From an optimization exercise on the open Yosys and OpenROAD flow, aimed at small area; shortcuts taken in it are not production practice. The RTL was checked by simulation tests, not by an equivalence proof against the original design. Power is estimated from default activity; no workload was simulated.

== red ==
Design uSFFT, start of the top module:
module uSFFT #(
    parameter BITWIDTH = 8,
    parameter BINPUT = 2
) (
    input wire iClk,
    input wire iRstN,
    input wire loadW,
    input wire iClr,
    input wire iAReal0,
    input wire iAImg0,
    input wire iAReal1,
    input wire iAImg1,
    input wire iBReal0,
    input wire iBImg0,
    input wire iBReal1,
    input wire iBImg1,
    input wire [BITWIDTH-1:0] iwReal,
    input wire [BITWIDTH-1:0] iwImg,
    output wire oCReal0,
    output wire oCImg0,
    output wire oCReal1,
    output wire oCImg1,
    output wire oDReal0,
    output wire oDImg0,
    output wire oDReal1,
    output wire oDImg1
);
Settings: LEC_CHECK=0, CAP_MARGIN=20, CORE_MARGIN=2, CORE_UTILIZATION=60, SLEW_MARGIN=20; clock period 4.0 ns.
standard.sh (not shown) runs the stock make flow with config.mk's settings and CLKGATE_MAP_FILE= SYNTH_SCRIPT=/design/flow/synth_recipe.tcl, a recipe that flattens the netlist after the stock synthesis.
==> flow/flow/run.sh <==
#!/bin/bash
# Own layout flow: the standard flow (standard.sh) with these changes.
#  - Synthesis maps the logic with an area-oriented ABC script (area.abc)
#    instead of ORFS's delay-oriented one, and without ORFS's pre-mapping
#    of full/half adders, so ABC sees all of the logic.
#  - The ports are buffered with the smallest buffer, buf_1.
#  - CTS builds the clock tree from clkbuf_8 without dummy loads.
# Everything else (the synthesis passes, register names, floorplan, power
# grid, placement, CTS, routing) is the standard flow.
set -euo pipefail
W=$(pwd)
F=$W/flow

# The standard flow's synthesis script, with its abc call given our script
{
  head -n 1 synth_recipe.tcl
  cat <<TCL
proc abc {args} {
  set i [lsearch \$args -script]
  if {\$i >= 0} {
    set args [lreplace \$args \$i [expr {\$i + 1}] -script $F/area.abc]
  }
  yosys abc {*}\$args
}
TCL
  tail -n +2 synth_recipe.tcl
} > own_synth.tcl

CTS="-sink_clustering_enable -repair_clock_nets -dont_use_dummy_load"
CTS="$CTS -sink_clustering_size 10 -sink_clustering_max_diameter 40"
CTS="$CTS -buf_list sky130_fd_sc_hd__clkbuf_8"

sed -e "s#SYNTH_SCRIPT=[^ ]*#SYNTH_SCRIPT=$W/own_synth.tcl ADDER_MAP_FILE= 'BUFFER_PORTS_ARGS=-buffer_cell sky130_fd_sc_hd__buf_1' 'CTS_ARGS=$CTS'#" \
  standard.sh > own_standard.sh

bash own_standard.sh > own_flow.log 2>&1
==> flow/flow/area.abc <==
strash
dch -f
amap
topo
Here is what was changed in the inputs of blue compared with red.
Settings: CORE_UTILIZATION: 60 -> 40.
-- flow/flow/run.sh --
<<< red, line 1
#!/bin/bash
# Own layout flow: the standard flow (standard.sh) with these changes.
#  - Synthesis maps the logic with an area-oriented ABC script (area.abc)
>>> blue, line 1
#!/bin/bash
# Own layout flow: the standard flow (standard.sh) with two changes.
#  - Synthesis maps the logic with an area-oriented ABC script (area.abc)
<<< red, line 29
CTS="-sink_clustering_enable -repair_clock_nets -dont_use_dummy_load"
CTS="$CTS -sink_clustering_size 10 -sink_clustering_max_diameter 40"
CTS="$CTS -buf_list sky130_fd_sc_hd__clkbuf_8"

>>> blue, line 29
CTS="-sink_clustering_enable -repair_clock_nets -dont_use_dummy_load"
CTS="$CTS -sink_clustering_size 20 -sink_clustering_max_diameter 60"
CTS="$CTS -buf_list \"sky130_fd_sc_hd__clkbuf_8 sky130_fd_sc_hd__clkbuf_16\""

Findings:
- blue: it failed during 4_1_cts, and the tool reported STA-0564.
- Changes observed in blue relative to red: placer congestion estimate has decreased; horizontal extent of the die increased about 22%; placement row count moved up; final HPWL from detailed placement rose by about 6.5%; compound-gate portion of the synthesized area has remained practically unchanged.
- Cmp blue vs red: die height higher in blue
- blue vs red — cell area reported after detailed placement rose about 1.5%.
- The number of placed instances, taps included in blue was higher than what red gave.

---

Another version of the RTL of uSFFT (not shown whole).
Size: ~220 flip-flops, about 36 I/O pins, roughly 13,000 um2 of cells after synthesis.
Settings: LEC_CHECK=0, CAP_MARGIN=20, CORE_MARGIN=2, CORE_UTILIZATION=40, CTS_BUF_LIST=sky130_fd_sc_hd__clkbuf_16, CTS_CLUSTER_DIAMETER=100, CTS_CLUSTER_SIZE=30, SLEW_MARGIN=20; clock period 4.0 ns.
run.sh (not shown) runs the stock make flow with config.mk's settings and CLKGATE_MAP_FILE= SYNTH_SCRIPT=/design/flow/synth_recipe.tcl, a recipe that flattens the netlist after the stock synthesis.
Stock flow here: none of the scripts above is used.
Change:
==> flow/flow/run.sh (new file) <==
#!/bin/bash
# Own layout flow: the standard flow (standard.sh) with two changes.
#  - Synthesis maps the logic with an area-oriented ABC script (area.abc)
#    instead of ORFS's delay-oriented one, and without ORFS's pre-mapping
#    of full/half adders, so ABC sees all of the logic.
#  - The ports are buffered with the smallest buffer, buf_1.
#  - CTS builds the clock tree from clkbuf_8 without dummy loads.
# Everything else (the synthesis passes, register names, floorplan, power
# grid, placement, CTS, routing) is the standard flow.
set -euo pipefail
W=$(pwd)
F=$W/flow

# The standard flow's synthesis script, with its abc call given our script
{
  head -n 1 synth_recipe.tcl
  cat <<TCL
proc abc {args} {
  set i [lsearch \$args -script]
  if {\$i >= 0} {
    set args [lreplace \$args \$i [expr {\$i + 1}] -script $F/area.abc]
  }
  yosys abc {*}\$args
}
TCL
  tail -n +2 synth_recipe.tcl
} > own_synth.tcl

CTS="-sink_clustering_enable -repair_clock_nets -dont_use_dummy_load"
CTS="$CTS -sink_clustering_size 20 -sink_clustering_max_diameter 60"
CTS="$CTS -buf_list sky130_fd_sc_hd__clkbuf_8"

sed -e "s#SYNTH_SCRIPT=[^ ]*#SYNTH_SCRIPT=$W/own_synth.tcl ADDER_MAP_FILE= 'BUFFER_PORTS_ARGS=-buffer_cell sky130_fd_sc_hd__buf_1' 'CTS_ARGS=$CTS'#" \
  standard.sh > own_standard.sh

bash own_standard.sh > own_flow.log 2>&1
==> flow/flow/area.abc (new file) <==
&get -n
&st
&dch
&nf -a
&put
==> flow/standard.sh (new file) <==
#!/bin/bash
# synth_recipe.tcl (not shown) runs the flow's synth.tcl, then flattens the netlist and writes it again
# the make line also repeats each setting of config.mk as NAME=value (left out here)
make -C /OpenROAD-flow-scripts/flow DESIGN_CONFIG=/design/flow/config.mk WORK_HOME=/design/flow/orfs CLKGATE_MAP_FILE= SYNTH_SCRIPT=/design/flow/synth_recipe.tcl "${@:-finish}"
Settings changed: CTS_BUF_LIST sky130_fd_sc_hd__clkbuf_16 to sky130_fd_sc_hd__clkbuf_8, CTS_CLUSTER_DIAMETER 100 to 60, CTS_CLUSTER_SIZE 30 to 20.
removed: flow/run.sh
Result: The new run completed without violations. Global-route usage went down by 0.32 points. Worst setup slack improves by 0.19 ns. Combinational power went down by about 6%. Final cell count went down by 1.5%. Maximum frequency went up by 5.5%. Non-clock buffer count went down by 4. Register-to-register slack improves by 0.16 ns. Clock-buffer cell count went up by 10.
Change:
==> flow/run.sh (new file) <==
#!/bin/bash
# synth_recipe.tcl (not shown) runs the flow's synth.tcl, then flattens the netlist and writes it again
# the make line also repeats each setting of config.mk as NAME=value (left out here)
make -C /OpenROAD-flow-scripts/flow DESIGN_CONFIG=/design/flow/config.mk WORK_HOME=/design/flow/orfs CLKGATE_MAP_FILE= SYNTH_SCRIPT=/design/flow/synth_recipe.tcl finish
removed: flow/flow/run.sh
removed: flow/flow/area.abc
removed: flow/standard.sh
=> Cell area is higher by 10%. Global-route usage climbs by 0.53 points. Routed wire length increases by 11%. Synthesized cell count went up by 5.7%. Non-clock buffer count rises by 4. Clock power rose by 37%. Clock skew is lower by 0.054 ns.

---

## job 3298
uSFFT with an RTL version that a note above also has.
Size in the first run: ~1300 cells after synthesis, about 11000 sq um of cells after synthesis.
## uSFFT
module uSFFT #(
    parameter BITWIDTH = 8,
    parameter BINPUT = 2
) (
    input wire iClk,
    input wire iRstN,
    input wire loadW,
    input wire iClr,
    input wire iAReal0,
    input wire iAImg0,
    input wire iAReal1,
    input wire iAImg1,
    input wire iBReal0,
    input wire iBImg0,
    input wire iBReal1,
    input wire iBImg1,
    input wire [BITWIDTH-1:0] iwReal,
    input wire [BITWIDTH-1:0] iwImg,
    output wire oCReal0,
    output wire oCImg0,
    output wire oCReal1,
    output wire oCImg1,
    output wire oDReal0,
    output wire oDImg0,
    output wire oDReal1,
    output wire oDImg1
);
Settings: LEC_CHECK=0, CAP_MARGIN=20, CORE_MARGIN=2, CORE_UTILIZATION=60, GPL_TIMING_DRIVEN=0, SLEW_MARGIN=20; clock period 4.0 ns.
standard.sh (not shown) runs the stock make flow with config.mk's settings and CLKGATE_MAP_FILE= SYNTH_SCRIPT=/design/flow/synth_recipe.tcl, a recipe that flattens the netlist after the stock synthesis.
==> flow/flow/run.sh <==
#!/bin/bash
# Own layout flow: the standard flow (standard.sh) with these changes.
#  - Synthesis maps the logic with an area-oriented ABC script (area.abc)
#    instead of ORFS's delay-oriented one, and without ORFS's pre-mapping
#    of full/half adders, so ABC sees all of the logic.
#  - The ports are buffered with the smallest buffer, buf_1.
#  - CTS builds the clock tree from clkbuf_8 without dummy loads.
# Everything else (the synthesis passes, register names, floorplan, power
# grid, placement, CTS, routing) is the standard flow.
set -euo pipefail
W=$(pwd)
F=$W/flow

# The standard flow's synthesis script, with its abc call given our script
{
  head -n 1 synth_recipe.tcl
  cat <<TCL
proc abc {args} {
  set i [lsearch \$args -script]
  if {\$i >= 0} {
    set args [lreplace \$args \$i [expr {\$i + 1}] -script $F/area.abc]
  }
  yosys abc {*}\$args
}
TCL
  tail -n +2 synth_recipe.tcl
} > own_synth.tcl

CTS="-sink_clustering_enable -repair_clock_nets -dont_use_dummy_load"
CTS="$CTS -sink_clustering_size 10 -sink_clustering_max_diameter 40"
CTS="$CTS -buf_list sky130_fd_sc_hd__clkbuf_8"

sed -e "s#SYNTH_SCRIPT=[^ ]*#SYNTH_SCRIPT=$W/own_synth.tcl ADDER_MAP_FILE= 'BUFFER_PORTS_ARGS=-buffer_cell sky130_fd_sc_hd__buf_1' 'CTS_ARGS=$CTS'#" \
  standard.sh > own_standard.sh

bash own_standard.sh > own_flow.log 2>&1
==> flow/flow/area.abc <==
strash
dch -f
amap
topo
--- input diff job 3298..job 5550 ---
Settings: GPL_TIMING_DRIVEN removed (was 0); CORE_UTILIZATION changed from 60 to 40.
diff --git a/flow/flow/run.sh b/flow/flow/run.sh
--- a/flow/flow/run.sh
+++ b/flow/flow/run.sh
@@ -2 +2 @@
-# Own layout flow: the standard flow (standard.sh) with these changes.
+# Own layout flow: the standard flow (standard.sh) with two changes.
@@ -7 +7 @@
-#  - CTS builds the clock tree from clkbuf_8 without dummy loads.
+#  - CTS builds the clock tree from clkbuf_16 without dummy loads.
@@ -30,2 +30,2 @@
-CTS="$CTS -sink_clustering_size 10 -sink_clustering_max_diameter 40"
-CTS="$CTS -buf_list sky130_fd_sc_hd__clkbuf_8"
+CTS="$CTS -sink_clustering_size 20 -sink_clustering_max_diameter 60"
+CTS="$CTS -buf_list sky130_fd_sc_hd__clkbuf_16"
--- outcome ---
NOTE design area job 3298->job 5550 increased by a few percent. Delta (job 5550 minus job 3298): core utilization shows a reduction of 22 points; post-route total power shows an increase of 6.5%. Measured against each other, job 5550 and job 3298 differ in chip width, the higher figure coming from job 5550. Setup slack: job 5550 more than job 3298.
Here is what was changed in the inputs of job 997 compared with job 5550.
Settings: changing CORE_UTILIZATION from 40 to 70.
diff --git a/flow/flow/run.sh b/flow/flow/run.sh
--- a/flow/flow/run.sh
+++ b/flow/flow/run.sh
@@ -2 +2 @@
-# Own layout flow: the standard flow (standard.sh) with two changes.
+# Own layout flow: the standard flow (standard.sh) with these changes.
@@ -4,2 +4,2 @@
-#    instead of ORFS's delay-oriented one, and without ORFS's pre-mapping
-#    of full/half adders, so ABC sees all of the logic.
+#    instead of ORFS's delay-oriented one, and pre-maps only full adders
+#    (not half adders) before ABC.
@@ -7 +7 @@
-#  - CTS builds the clock tree from clkbuf_16 without dummy loads.
+#  - CTS builds the clock tree from clkbuf_8 without dummy loads.
@@ -24,0 +25,3 @@
+proc extract_fa {args} {
+  yosys extract_fa -fa {*}\$args
+}
@@ -30,2 +33,2 @@
-CTS="$CTS -sink_clustering_size 20 -sink_clustering_max_diameter 60"
-CTS="$CTS -buf_list sky130_fd_sc_hd__clkbuf_16"
+CTS="$CTS -sink_clustering_size 10 -sink_clustering_max_diameter 40"
+CTS="$CTS -buf_list sky130_fd_sc_hd__clkbuf_8"
@@ -33 +36 @@
-sed -e "s#SYNTH_SCRIPT=[^ ]*#SYNTH_SCRIPT=$W/own_synth.tcl ADDER_MAP_FILE= 'BUFFER_PORTS_ARGS=-buffer_cell sky130_fd_sc_hd__buf_1' 'CTS_ARGS=$CTS'#" \
+sed -e "s#SYNTH_SCRIPT=[^ ]*#SYNTH_SCRIPT=$W/own_synth.tcl 'BUFFER_PORTS_ARGS=-buffer_cell sky130_fd_sc_hd__buf_1' 'CTS_ARGS=$CTS'#" \
--- outcome ---
Job 997 completed end to end with timing, DRC and antenna clean. As of job 997, via count of the first global-routing pass had fallen by a few percent compared to job 5550. Against job 5550, job 997 reports a proportion of power drawn by combinational gates that is higher. Sequential share of layout area sits higher in job 997 than in job 5550. Summary of the comparison: area of all placed cells without fillers is lower in job 997, relative to job 5550. STATUS worst path setup slack after routing: job 997 loses against job 5550. Taking job 5550 as the reference point, the routed length on met2 of job 997 falls by about 4.7%.

[static timing again, ports no longer ideal]
How much do the figures lean on ideal ports? The routed layouts below were timed once more, with nothing changed but the port constraints.
Step 1, drivers: a clkbuf_16 drives iClk and a buf_2 each remaining input, both assumed.
Step 2, shift: input delay + t, output delay - t, t = (earliest + latest rising clock arrival at the registers) / 2. This alone moves slack from input paths to output paths.
Three values: ideal ports, drivers, drivers and shift; two values: the first two.
run	t, ns	setup slack, ns	pins driven straight from the clock port
red	0.504	0.428 / 0.428 / -0.005	1
the first run of note 2	0.540	0.441 / 0.468 / -0.070	1
the second run of note 2	0.580	0.626 / 0.626 / 0.359	1
the third run of note 2	0.605	0.505 / 0.505 / -0.015	1
job 3298	0.511	0.329 / 0.329 / -0.049	1
job 5550	0.486	0.443 / 0.443 / 0.290	1
job 997	0.493	0.314 / 0.314 / 0.074	1
With both steps, setup timing fails in red, the first run of note 2, the third run of note 2 and job 3298, where it was met with ideal ports. For the third run of note 2, which loses most, drivers alone change the setup slack by 0.000 ns; drivers and shift together by -0.520 ns.
